This is an optimization exercise on Yosys and OpenROAD, whose aim is small area, a short achievable clock period and few clock cycles per item, not a production implementation. The RTL was checked by simulation tests, not by an equivalence proof against the original design. Power is estimated from default activity; no workload was simulated.

==> design.v <==
`timescale 1ns / 1ps
module SequentialNonrestoringDivider128Bit(
    input  [127:0] dividend_q,
    input  [127:0] divisor_m,
    input          clk,
    input          reset_n,
    output [127:0] quotient,
    output [127:0] remainder,
    output         done
    );
    reg [127:0] r;       
    reg [127:0] q;       
    reg [7:0]   cnt;     
    reg         s16;     
    reg         s4;      
    wire [39:0] h4;
    assign h4[39:32] = 8'd0;
    genvar k;
    generate
        for (k = 31; k >= 0; k = k - 1) begin : g_h4
            assign h4[k] = h4[k+1] | (|divisor_m[4*k+3:4*k]);
        end
    endgenerate
    wire [4:0] t_nxt = cnt[6:2] + (s16 ? 5'd4 : 5'd1);
    wire [127:0] a  = {r[126:0], q[127]};
    wire [127:0] g0 = a & ~divisor_m;
    wire [127:0] x0 = a ^ ~divisor_m;
    wire [127:0] gl [0:7];
    wire [127:0] pl [0:7];
    assign gl[0] = {g0[127:1], a[0] | ~divisor_m[0]};      
    assign pl[0] = x0;                            
    genvar l, i;
    generate
        for (l = 0; l < 7; l = l + 1) begin : g_lvl
            for (i = 0; i < 128; i = i + 1) begin : g_bit
                if ((i >> l) & 1) begin : g_node
                    assign gl[l+1][i] = gl[l][i] | (pl[l][i] & gl[l][((i >> l) << l) - 1]);
                    assign pl[l+1][i] = pl[l][i] & pl[l][((i >> l) << l) - 1];
                end else begin : g_pass
                    assign gl[l+1][i] = gl[l][i];
                    assign pl[l+1][i] = pl[l][i];
                end
            end
        end
    endgenerate
    wire [127:0] diff = {x0[127:1] ^ gl[7][126:0], a[0] ^ divisor_m[0]};
    wire         qbit = r[127] | gl[7][127];
    always @(posedge clk or negedge reset_n) begin
        if (!reset_n)
            cnt <= 8'd0;
        else if (!cnt[7])
            cnt <= s16 ? cnt + 8'd16 : s4 ? cnt + 8'd4 : cnt + 8'd1;
    end
    wire         run   = reset_n & ~cnt[7];
    wire         step  = run & ~s16 & ~s4;
    wire         sh16  = run & s16;
    wire         sh4   = run & ~s16 & s4;
    wire         hold  = reset_n & cnt[7];
    wire         take  = step & qbit;
    wire [127:0] r_alt = ({128{step}} & {r[126:0], q[127]}) |
                         ({128{sh16}} & {r[111:0], q[127:112]}) |
                         ({128{sh4}}  & {r[123:0], q[127:124]}) |
                         ({128{hold}} & r);
    wire [127:0] r_nxt = take ? diff : r_alt;
    always @(posedge clk)
        r <= r_nxt;
    wire [127:0] q_nxt = ({128{~reset_n}} & dividend_q) |
                         ({128{step}}     & {q[126:0], qbit}) |
                         ({128{sh16}}     & {q[111:0], 16'd0}) |
                         ({128{sh4}}      & {q[123:0], 4'd0}) |
                         ({128{hold}}     & q);
    always @(posedge clk)
        q <= q_nxt;
    always @(posedge clk) begin
        if (!reset_n) begin
            s16 <= |divisor_m[127:16];
            s4  <= |divisor_m[127:4];
        end else if (!cnt[7]) begin
            s16 <= (s16 | s4) & h4[t_nxt + 6'd4];
            s4  <= (s16 | s4) & h4[t_nxt + 6'd1];
        end
    end
    assign done      = cnt[7];
    assign quotient  = q;
    assign remainder = r;
endmodule
==> flow/run.sh <==
#!/bin/bash
# The standard layout, except that the input and output ports are buffered with
# buf_1 cells (resizable later) instead of the delay buffer buffer_ports picks.
set -euo pipefail
export BUFFER_PORTS_ARGS="-buffer_cell sky130_fd_sc_hd__buf_1"
bash standard.sh > standard_flow.log 2>&1
==> standard.sh <==
#!/bin/bash
# synth_recipe.tcl (not shown) runs the flow's synth.tcl, then flattens the netlist and writes it again
# the make line also repeats each setting of config.mk as NAME=value (left out here)
make -C /OpenROAD-flow-scripts/flow DESIGN_CONFIG=/design/flow/config.mk WORK_HOME=/design/flow/orfs CLKGATE_MAP_FILE= SYNTH_SCRIPT=/design/flow/synth_recipe.tcl "${@:-finish}"
==> config.mk <==
export PLATFORM = sky130hd
export DESIGN_NAME = SequentialNonrestoringDivider128Bit
export DESIGN_NICKNAME = SequentialNonrestoringDivider128Bit
export VERILOG_FILES = /design/flow/design.v
export SDC_FILE = /design/flow/constraint.sdc
export NUM_CORES = 4
export LEC_CHECK = 0
export CAP_MARGIN = 20
export CORE_MARGIN = 2
export CORE_UTILIZATION = 55
export CTS_BUF_LIST = sky130_fd_sc_hd__clkbuf_8
export SETUP_SLACK_MARGIN = 2.5
export SLEW_MARGIN = 20
==> constraint.sdc <==
create_clock -name core_clock -period 5.5 [get_ports {clk}]
set_input_delay 1.1000 -clock core_clock [delete_from_list [all_inputs] [get_ports {clk}]]
set_output_delay 1.1000 -clock core_clock [all_outputs]
set_load 0.01 [all_outputs]
==> results.txt, run 1 <==
outcome=no timing/DRC/antenna violations; Port Buffer Count=514; Post-Syn Instances=between 2,000 and 2,500; critical path startpoint category=input port; initial antenna violation count=8; EDFF count, synth=2; Critical Path Fanout Max=7; largest net degree at the start of global routing=154; Clock Tree Root=clkbuf_8; DP HPWL=56,000 µm; Crit Path Class=input port to flop; Worst Path Required=6.01 ns; DRC Markers=0; Die Span Y=195 µm; vias in the first global route=22,213; synth unique cells=89; max-cap violations=0; Synth Area in Compound Gates=36.7%; mux contribution to synthesized area=4.83%; vias=23,893; share of layout cells above drive strength 1=13.2%; hold_buf cts=0; net switching power=2.17 mW; final setup margin=1.68 ns; worst relative slew slack=20.4%; xor-xnor portion of the synthesized cell area=4.22%; Synth warnings=1; max frequency=262 MHz; GRT busiest layer=met2; grt total ovfl=0; Final Hold Viols=0; switching share of power=37.6%; first-pass GRT wire length=126,000 µm; Inserted Clock Buffers=50; Synth Register Bits=266; fin crit period=3.82 ns; Initial Utilization=between 50% and 60%; syn avg cell area=8.23 µm²; Worst-Margin Slew=1.18 ns; Comb pwr share=23.8%; Via density=6.87; num rows=70; Syn Std Cell Area=20,100 µm²; adder-cell share of the synthesized area=around 9%; all-layer global routing usage=41.7%; post-synth net total=2,846; Synth async-reset ratio=under 10%; die area=around 38,000 µm²; Seq/Total Area, Yosys=26.7%; Ports=515; Worst VDD drop=~210 µV; # setup viols final=0; area grow syn2layout=28.0%; # H-tree levels=2; overall power=approximately 5.8 mW; clk slew on worst S/H paths=0.06 ns; die width=a little under 200 µm; register share of total power=between 40 and 50%; ANT nets after route=0; most common cell after layout, fill and taps aside=buf_1; Core Region=between 30,000 and 40,000 µm²; Final #Nets=roughly 3,400; Top FF cell, synth=dfxtp_1; CP Capture Type=flop; Skew-Pair Late Insertion Delay=0.68 ns; Slew Viols, Final=0; PD cells=224 nW/µm²; met3 usage=9.59%; CP arrival=4.33 ns; Hold Crit Class=flop to flop; Pleak=10.6 nW; wire per inst=24.5 µm; GPL Wtd Cong=0.977; CTS max path bufs=3; unrepaired setup endpoints after global routing=true; Iter 0 DRT Violations=2,859; Post-Route WL=85,300 µm; most frequent cells in the layout=503 x buf_1, 253 x dfxtp_1, 199 x a22oi_1; GR Util met2=between 60 and 70%; setup TNS=0 ns; Final Skew=about 0.05 ns; routing usage on met1=between 50% and 60%; Pint=3.61 mW; simple-gate share of the synthesized area=11.8%; largest family of logic cells by synthesized area=compound AO/OA/AOI/OAI gates; Clock Sink Count=about 270; CTS tree=yes; Clk network pwr share=33.0%; crit share post-route=approximately 69%; drt pass-1 iters=7; dpl ws=0.368 ns
[cells by family (layout without fill, tap and decap cells)]
logic type | Yosys count | count (layout)
AOI/OAI and AO/OA | 1022 | 1022
and+or+nand+nor | 477 | 480
buffers and inverters | 351 | 906
DFF | 266 | 266
adders and majority gates | 140 | 140
xor gates and xnor gates | 97 | 97
muxes | 95 | 95
other | 0 | 6
[layout make-up]
| type | instances | area, µm² |
|---|---|---|
| multi-input cells | 1834 | 14600 |
| fillers | 3072 | 10600 |
| flip-flops and latches | 266 | 5400 |
| repair buffers | 637 | 3560 |
| clock buffers | 58 | 798 |
| inverters | 184 | 693 |
| well taps | 468 | 586 |
| clock inverters | 27 | 135 |
| diodes | 6 | 15.0 |
[path summary, 6_finish.rpt]
path,startpoint,to,slack [ns],cells after the start
hold / removal,flop,flop,0.53,1
min in group asynchronous,reset_n,async pin,0.58,2
setup / recovery,divisor_m[0],r[100]$_DFF_P_,1.68,17
setup reg to reg,q[127]$_DFF_P_,r[100]$_DFF_P_,1.74,17
max in group asynchronous,reset_n,cnt[7]$_DFF_PN0_,4.49,2
hold reg to reg,flop,flop,0.53,1
[flip-flops by register name (all words and copies together) (netlist names), named ones only]
register	count
r	128
s4	1
cnt	4
q	128
s16	1
[critical path: stages]
cell	delay (ns)
buf_6	0.10
ha_4	0.15
fa_2	0.38
nor2b_4	0.13
o2111a_2	0.24
o21ai_4	0.08
a211oi_4	0.31
nor2_4	0.11
a211oi_4	0.30
o21ai_2	0.12
a21o_1	0.22
a211o_1	0.31
buf_6	0.14
and2_4	0.23
buf_16	0.18
buf_12	0.13
mux2i_1	0.10
[synth_stat cells (all sizes together), types with 9 or more instances]
library cell | n | share of area [%]
or3 | 13 | 0.43
a211oi | 15 | 0.58
a31oi | 37 | 1.1
nor4 | 28 | 1.1
o21bai | 10 | 0.37
nand3 | 34 | 0.85
xor2 | 41 | 1.8
a221oi | 200 | 8.7
nand2 | 65 | 1.2
o21a | 17 | 0.63
nand2b | 14 | 0.43
and2 | 9 | 0.28
a22o | 96 | 4.2
a22oi | 201 | 7.5
a21o | 24 | 0.89
o31ai | 12 | 0.45
xnor2 | 56 | 2.4
a221o | 15 | 0.75
buf | 31 | 0.83
o211ai | 13 | 0.48
mux2i | 86 | 4.3
nor2 | 201 | 3.7
dfxtp | 256 | 25
ha | 133 | 8.3
o21ai | 177 | 4.4
and3 | 13 | 0.40
nor2b | 17 | 0.53
a21oi | 138 | 3.4
nand4 | 18 | 0.59
clkbuf | 136 | 2.5
inv | 183 | 3.4
nor3 | 35 | 0.89
[layer usage]
metal	routed length, µm	part of all wire (%)
met1	31200	37
met2	39500	46
met3	8940	10
met4	5550	6.5
met5	34	0.040
[through the flow]
step                      hold WS (ns)  util (%)  std cells  area, µm²
after floorplan                  0.485         -       2448      20200
after global placement           0.516      61.5       3293      22400
after detailed placement         0.520      61.5       3293      22400
after CTS                        0.532      68.0       3434      24700
after global routing             0.556      70.9       3478      25800
final                            0.530      70.9       3480      25800
[what timing repair did]
item	4_1_cts	5_1_grt
cloned	20	1
buffers inserted	36	39
pin swaps	48	51
endpoints found under the setup margin	189	133
resized for setup	142	137
[power by group through the flow]
stage	combinational (mW)	clock, mW	sequential [mW]
2_1_floorplan	0.789	0	2.43
3_3_place_gp	1.22	0	2.52
3_5_place_dp	1.25	0	2.53
4_1_cts	1.29	1.90	2.49
5_1_grt	1.49	1.99	2.51
6_report	1.38	1.91	2.50
Testbench counts, summed over its fixed seeds: cycles 27,948, items 384.
==> inputs of run 2 (changes only) <==
--- a/config.mk
+++ b/config.mk
@@ -9,3 +9,3 @@
 export CORE_MARGIN = 2
-export CORE_UTILIZATION = 55
+export CORE_UTILIZATION = 60
 export CTS_BUF_LIST = sky130_fd_sc_hd__clkbuf_8
==> run 2 against run 1 <==
Worst hold slack got worse by 0.013 ns. Count of clock-buffer cells in the layout increased by 4. Highest routed layer unchanged. Synthesized cell count unchanged. Fmax decreased by 2.4%. Register-to-register slack got worse by 0.09 ns. Global-route usage increased by 1.7 points. Sequential cell count unchanged. Largest cell class unchanged. Largest power group unchanged. Sequential power about the same. Core utilization increased by 4.5 points.
==> results.txt, run 2 <==
outcome=no timing/DRC/antenna violations (unchanged); Core Region=33,300 µm² (was 36,300 µm²); share of layout cells above drive strength 1=11.1% (was 13.2%); hold_buf cts=0 (unchanged); Hold WS=0.517 ns (was 0.530 ns); Iter 0 DRT Violations=2,833 (was 2,859); net switching power=2.14 mW (was 2.17 mW); Reg2Reg Setup Slack=1.65 ns (was 1.74 ns); Die Span Y=187 µm (was 195 µm); Top FF cell, synth=dfxtp_1 (unchanged); initial antenna violation count=10 (was 8); CTS max path bufs=3 (unchanged); worst relative slew slack=17.4% (was 20.4%); Final #Nets=3,343 (was 3,371); top post-synthesis cells by count=256 x dfxtp_1, 201 x a22oi_1, 201 x nor2_1 (unchanged); overall power=5.80 mW (was 5.78 mW); Pleak=10.4 nW (was 10.6 nW); most common cell in the netlist=dfxtp_1 (unchanged); syn avg cell area=8.23 µm² (unchanged); CP Capture Type=flop (unchanged); final setup margin=1.59 ns (was 1.68 ns); crit-path cells=buf_8 -> ha_4 -> fa_2 -> nor2b_4 -> o2111a_2 -> o21ai_4 -> a211oi_4 -> nor2_4 -> a211oi_4 -> o21ai_2 -> a21o_1 -> a211o_1 -> and2_4 -> buf_12 -> buf_12 -> clkbuf_16 -> a31oi_1 (was buf_6 -> ha_4 -> fa_2 -> nor2b_4 -> o2111a_2 -> o21ai_4 -> a211oi_4 -> nor2_4 -> a211oi_4 -> o21ai_2 -> a21o_1 -> a211o_1 -> buf_6 -> and2_4 -> buf_16 -> buf_12 -> mux2i_1); Worst Path Required=6.02 ns (was 6.01 ns); ANT nets after route=0 (unchanged); crit share post-route=71.1% (was 69.4%); most frequent cells in the layout=502 x buf_1, 255 x dfxtp_1, 201 x a22oi_1 (was 503 x buf_1, 253 x dfxtp_1, 199 x a22oi_1); Critical Path Fanout Max=6 (was 7); Seq/Total Area, Yosys=26.7% (unchanged); # H-tree levels=2 (unchanged); critical path startpoint category=input port (unchanged); Syn Std Cell Area=20,100 µm² (unchanged); synth unique cells=89 (unchanged); Reg2Reg Capture Point=r[6]$_DFF_P_ (was r[100]$_DFF_P_); PD cells=231 nW/µm² (was 224 nW/µm²); Post-Layout Cell Count=3,431 (was 3,480); Ports=515 (unchanged); post-synth net total=2,846 (unchanged); Crit-path slowest cell=fa_2 (unchanged); Placed Instances=3,271 (was 3,293); die width=187 µm (was 195 µm); clk slew on worst S/H paths=0.06 ns (about the same); max-cap violations=0 (unchanged); largest family of logic cells by synthesized area=compound AO/OA/AOI/OAI gates (unchanged); wire per inst=23.9 µm (was 24.5 µm); FF-to-FF Start=q[127]$_DFF_P_ (unchanged); unrepaired setup endpoints after global routing=true (unchanged); Yosys top cell area share=25.5% (unchanged); post-layout util=75.5% (was 70.9%); area grow syn2layout=24.7% (was 28.0%); WHS Path Cells=1 (unchanged); dpl ws=0.727 ns (was 0.368 ns); vias in the first global route=22,225 (was 22,213); fin crit period=3.91 ns (was 3.82 ns); Final Hold Viols=0 (unchanged); num rows=67 (was 70); Post-Route WL=82,200 µm (was 85,300 µm); first-pass GRT wire length=123,000 µm (was 126,000 µm); DP Area=22,400 µm² (about the same); cell taking the most area after synthesis=dfxtp_1 (unchanged); DP HPWL=54,800 µm (was 56,000 µm); CP arrival=4.43 ns (was 4.33 ns); Clock Tree Root=clkbuf_8 (unchanged); die area=35,000 µm² (was 38,200 µm²); max frequency=256 MHz (was 262 MHz); EDFF count, synth=2 (unchanged); adder-cell share of the synthesized area=8.96% (unchanged); Synth Area in Compound Gates=36.7% (unchanged); largest net degree at the start of global routing=129 (was 154); FF-to-FF path depth=17 (unchanged); Synth async-reset ratio=3.01% (unchanged); register share of total power=43.1% (was 43.2%); Post-Syn Instances=2,448 (unchanged); crit-path max cell delay=0.37 ns (was 0.38 ns); Port Buffer Count=514 (unchanged); Initial Utilization=60.5% (was 55.4%); switching share of power=36.9% (was 37.6%); Hold Crit Class=flop to flop (unchanged); mux contribution to synthesized area=4.83% (unchanged); grt total ovfl=0 (unchanged); all-layer global routing usage=43.4% (was 41.7%); Final Skew=0.0408 ns (was 0.0492 ns); # setup viols final=0 (unchanged); CTS tree=yes (unchanged); drt pass-1 iters=8 (was 7); top flop regs=q x128, r x128, cnt x4 (unchanged); DRC Markers=0 (unchanged); Crit Path Class=input port to flop (unchanged); most common cell after layout, fill and taps aside=buf_1 (unchanged); Slew Viols, Final=0 (unchanged); design area=25,100 µm² (was 25,800 µm²); Clock Sink Count=266 (unchanged); simple-gate share of the synthesized area=11.8% (unchanged); Skew-Pair Late Insertion Delay=0.63 ns (was 0.68 ns); Clk network pwr share=33.0% (about the same); Worst VDD drop=224 µV (was 211 µV); setup TNS=0 ns (unchanged); Synth Register Bits=266 (unchanged); Pint=3.66 mW (was 3.61 mW); Worst-Margin Slew=1.23 ns (was 1.18 ns); Comb pwr share=23.9% (was 23.8%); synth top area cells=dfxtp_1 25%, a221oi_1 8.7%, ha_1 8.3%, a22oi_1 7.5%, mux2i_1 4.3% (unchanged); vias=23,904 (was 23,893); Via density=6.97 (was 6.87); Synth warnings=1 (unchanged); Inserted Clock Buffers=47 (was 50); GPL Wtd Cong=0.992 (was 0.977); xor-xnor portion of the synthesized cell area=4.22% (unchanged)
-- run 2: cell count changes in the layout (fill, tap and decap cells not counted), sizes merged --
cell    before  now
clkinv       9    5
buf        629  603
bufbuf       0    1
and2        12   11
clkbuf      66   71
diode        6    2
-- run 2: logic make-up after synthesis --
logic type	count (synthesis)
adder cells (fa/ha/maj)	140
AND/OR/NAND/NOR	477
AO/OA/AOI/OAI	1022
buffers and inverters	351
multiplexers	95
flip-flops	266
XOR/XNOR	97
-- run 2: critical path, delay by kind of cell --
family | cells | cell delay [ns]
and+or+nand+nor | 3 | 0.45
adders and majority gates | 2 | 0.52
buffers and inverters | 4 | 0.54
AOI/OAI and AO/OA | 8 | 1.80
-- run 2: timing repair --
action | 4_1_cts | 5_1_grt
gates resized for setup | 100 | 101
buffers inserted | 47 | 14
pin swaps | 27 | 30
hold endpoints to repair | 0 | 0
cloned | 9 | 2
endpoints found under the setup margin | 132 | 132
-- run 2: worst max-delay path by stage --
stage                                 to  slack [ns]     startpoint  cells after the start
after floorplan           r[123]$_DFF_P_        1.42   divisor_m[0]                     15
after global placement    r[106]$_DFF_P_        0.79   divisor_m[6]                     15
after detailed placement  r[106]$_DFF_P_        0.73   divisor_m[0]                     15
after CTS                  r[74]$_DFF_P_        1.74   divisor_m[0]                     15
after global routing        r[6]$_DFF_P_        1.57  divisor_m[19]                     17
final                       r[6]$_DFF_P_        1.59   divisor_m[0]                     17
-- run 2: cell type report --
cell class	instances	area, µm²
Clock buffer	62	853
Multi-Input combinational cell	1833	14300
Tap cell	448	561
Timing Repair Buffer	613	3230
Fill cell	2584	8170
Antenna cell	2	5.00
Sequential cell	266	5390
Inverter	184	692
Clock inverter	23	109
-- run 2: power groups by stage --
stage	clock, mW	combinational [mW]	sequential, mW
4_1_cts	1.90	1.31	2.48
5_1_grt	2.00	1.50	2.51
2_1_floorplan	0	0.789	2.43
6_report	1.92	1.39	2.50
3_3_place_gp	0	1.22	2.53
3_5_place_dp	0	1.25	2.53
-- run 2: metal layers --
| layer | GRT usage [%] | share of wire [%] |
|---|---|---|
| met1 | 53.4 | 36 |
| met2 | 69.9 | 45 |
| met3 | 10.1 | 12 |
| met4 | 24.6 | 6.3 |
| met5 | 0 | 0.12 |
==> inputs of run 3 (changes only) <==
--- a/config.mk
+++ b/config.mk
@@ -11,3 +11,3 @@
 export CTS_BUF_LIST = sky130_fd_sc_hd__clkbuf_8
-export SETUP_SLACK_MARGIN = 2.5
+export SETUP_SLACK_MARGIN = 3.0
 export SLEW_MARGIN = 20
==> run 3 against run 2 <==
Critical path type unchanged. Register-to-register slack worse by 0.07 ns. Cell count decreased by 0.58%. Highest routed layer is now met4. Sequential power about the same. Still clean on timing, DRC and antenna. Largest cell class unchanged. Critical path depth fell by 1.
==> results.txt, run 3 <==
Via density=6.91 (was 6.97); most common cell in the netlist=dfxtp_1 (unchanged); Core Region=33,300 µm² (unchanged); Inserted Clock Buffers=47 (unchanged); Hold Crit Class=flop to flop (unchanged); Reg2Reg Capture Point=r[72]$_DFF_P_ (was r[6]$_DFF_P_); die area=35,000 µm² (unchanged); EDFF count, synth=2 (unchanged); Die Span Y=187 µm (unchanged); share of layout cells above drive strength 1=9.76% (was 11.1%); top flop regs=q x128, r x128, cnt x4 (unchanged); post-synth net total=2,846 (unchanged); Ports=515 (unchanged); Worst Path Required=5.94 ns (was 6.02 ns); Top FF cell, synth=dfxtp_1 (unchanged); WHS Path Cells=1 (unchanged); Post-Route WL=81,500 µm (was 82,200 µm); critical path startpoint category=input port (unchanged); most common cell after layout, fill and taps aside=buf_1 (unchanged); largest net degree at the start of global routing=125 (was 129); FF-to-FF path depth=16 (was 17); Crit Path Class=input port to flop (unchanged); Pleak=10.2 nW (was 10.4 nW); Worst VDD drop=250 µV (was 224 µV); area grow syn2layout=22.7% (was 24.7%); wire per inst=23.9 µm (about the same); # setup viols final=0 (unchanged); CP arrival=4.41 ns (was 4.43 ns); Skew-Pair Late Insertion Delay=0.59 ns (was 0.63 ns); Placed Instances=3,271 (unchanged); GRT busiest layer=met2 (unchanged); synth top area cells=dfxtp_1 25%, a221oi_1 8.7%, ha_1 8.3%, a22oi_1 7.5%, mux2i_1 4.3% (unchanged); Clock Sink Count=266 (unchanged); # H-tree levels=2 (unchanged); fin crit period=3.97 ns (was 3.91 ns); GPL Wtd Cong=1.01 (was 0.992); CTS tree=yes (unchanged); synth unique cells=89 (unchanged); Critical Path Fanout Max=18 (was 6); routing usage on met1=53.5% (was 53.4%); vias in the first global route=21,923 (was 22,225); GR Util met2=68.7% (was 69.9%); Final Skew=0.0258 ns (was 0.0408 ns); grt total ovfl=0 (unchanged); drt pass-1 iters=6 (was 8); Hold WS=0.524 ns (was 0.517 ns); Synth async-reset ratio=3.01% (unchanged); Yosys top cell area share=25.5% (unchanged); die width=187 µm (unchanged); max-cap violations=0 (unchanged); Post-Layout Cell Count=3,411 (was 3,431); max frequency=252 MHz (was 256 MHz); Final Hold Viols=0 (unchanged); first-pass GRT wire length=122,000 µm (was 123,000 µm); Worst-Margin Slew=1.10 ns (was 1.23 ns); most frequent cells in the layout=504 x buf_1, 253 x dfxtp_1, 201 x inv_1, 201 x a22oi_1, 199 x a221oi_1 (was 502 x buf_1, 255 x dfxtp_1, 201 x a22oi_1); Post-Syn Instances=2,448 (unchanged); DRC Markers=0 (unchanged); FF-to-FF Start=q[127]$_DFF_P_ (unchanged); ANT nets after route=0 (unchanged); Final #Nets=3,324 (was 3,343); unrepaired setup endpoints after global routing=true (unchanged); outcome=no timing/DRC/antenna violations (unchanged); crit share post-route=72.1% (was 71.1%); all-layer global routing usage=42.7% (was 43.4%); PD cells=234 nW/µm² (was 231 nW/µm²); Slew Viols, Final=0 (unchanged); Initial Utilization=60.5% (unchanged); hold_buf cts=0 (unchanged); Seq/Total Area, Yosys=26.7% (unchanged); Reg2Reg Setup Slack=1.58 ns (was 1.65 ns); Iter 0 DRT Violations=2,823 (was 2,833); Synth warnings=1 (unchanged); Fillers=2,713 (was 2,584); Clock Tree Root=clkbuf_8 (unchanged); num rows=67 (unchanged); syn avg cell area=8.23 µm² (unchanged); initial antenna violation count=2 (was 10); CP Capture Type=flop (unchanged); DP HPWL=53,700 µm (was 54,800 µm); Syn Std Cell Area=20,100 µm² (unchanged); clk slew on worst S/H paths=0.06 ns (about the same); Synth Register Bits=266 (unchanged); top post-synthesis cells by count=256 x dfxtp_1, 201 x a22oi_1, 201 x nor2_1 (unchanged); worst relative slew slack=26.0% (was 17.4%); setup TNS=0 ns (unchanged); met3 usage=8.07% (was 10.1%); cell taking the most area after synthesis=dfxtp_1 (unchanged); vias=23,559 (was 23,904); Port Buffer Count=514 (unchanged); CTS max path bufs=3 (unchanged)
[run 3: changes by cell type in the layout (fill, tap and decap cells not counted), moves of 4 or more]
cell,change
a21oi_1,+11
buf_12,-11
a21oi_2,-9
buf_4,-8
a31oi_1,+7
and2_4,+7
buf_8,-5
a31oi_4,-4
buf_16,-4
clkbuf_16,+4
clkbuf_2,-4
[run 3: how the worst max path moves through the flow]
stage | from | end | slack, ns | cells after the start
global route | divisor_m[73] | r[70]$_DFF_P_ | 1.46 | 15
CTS | divisor_m[0] | r[57]$_DFF_P_ | 1.72 | 15
floorplan | divisor_m[0] | r[123]$_DFF_P_ | 1.42 | 15
global placement | divisor_m[113] | r[90]$_DFF_P_ | 0.41 | 15
finish | divisor_m[0] | r[72]$_DFF_P_ | 1.53 | 16
detailed placement | divisor_m[7] | r[99]$_DFF_P_ | 0.28 | 15
[run 3: cells by family (layout without fill, tap and decap cells)]
kind of cell,count (synthesis),in the layout,synth area share [%]
compound gates,1022,1023,36.7
xor+xnor,97,97,4.22
fa+ha+maj,140,140,8.96
buf+inv,351,856,6.79
flops,266,266,26.7
mux,95,95,4.83
other cells,0,1,0
simple gates,477,485,11.8
[run 3: layer usage]
layer | part of all wire (%) | up-vias | wire (µm)
met5 | 0 | - | 0
met4 | 6.3 | 0 | 5140
met3 | 10 | 334 | 8520
met2 | 46 | 1640 | 37600
met1 | 37 | 11094 | 30300
li1 | - | 10491 | -
[run 3: final cells by class]
type                            instances  area [µm²]  area share (%)
Clock buffer                           61         840            3.40
Timing Repair Buffer                  587        2870            11.6
Clock inverter                         24         138           0.557
Tap cell                              448         561            2.27
Antenna cell                            1        2.50          0.0101
Inverter                              184         693            2.81
Sequential cell                       266        5390            21.8
Multi-Input combinational cell       1840       14200            57.5
[run 3: critical path, cell delays in order]
cell and delay (ns):
buf_6 0.10, ha_4 0.15, fa_2 0.36, nor2b_2 0.16, o2111a_1 0.27, o21ai_4 0.10
a211oi_4 0.28, nor2_4 0.10, a211oi_4 0.35, o21ai_2 0.13, a21o_1 0.24, buf_6 0.13
a211o_4 0.40, clkbuf_16 0.24, a21oi_1 0.19, a31oi_1 0.08
[run 3: timing repair]
item	in CTS	in global routing
resized for setup	94	79
setup buffers	24	11
endpoints found under the setup margin	258	259
gates cloned	10	9
pin swaps	19	26
[run 3: per-stage QoR]
stage               utilization [%]  instance area, µm²  total power [mW]  setup WS, ns
floorplan                         -               20300              3.23          1.42
global placement               67.1               22300              3.72         0.406
detailed placement             67.1               22300              3.76         0.283
CTS                            72.2               24000              5.70          1.72
global route                   74.2               24700              5.98          1.46
finish                         74.2               24700              5.78          1.53
[run 3: power by group]
group          leakage [nW]  switching [mW]  internal [mW]  total (mW)
combinational          7.45           0.836          0.519        1.35
sequential             2.22           0.365           2.12        2.49
clock                 0.576           0.897           1.04        1.94
total                  10.2            2.10           3.68        5.78

[port drivers added, routing unchanged]
No port has a modelled driver above. Below, the same layouts with a new extraction and two added sets of constraints.
Step 1 assumes that a clkbuf_16 drives the clock port and a buf_2 every other input.
Step 2, shift: input delay + t, output delay - t, t = (earliest + latest rising clock arrival at the registers) / 2. This alone moves slack from input paths to output paths.
a / b / c = no drivers / after step 1 / after step 2; a / b = the first two.
run | t (ns) | setup WS [ns] | slew at the worst register clock pin (ns)
run 1 | 0.718 | 1.681 / 1.706 / 0.988 | 0.07 / 0.07
run 2 | 0.661 | 1.588 / 1.603 / 0.942 | 0.07 / 0.07
run 3 | 0.631 | 1.534 / 1.534 / 0.903 | 0.07 / 0.07
After both steps every run listed still meets setup and hold. The setup slack of run 1, which loses most, moves by +0.025 ns with the drivers and by -0.693 ns with both steps.
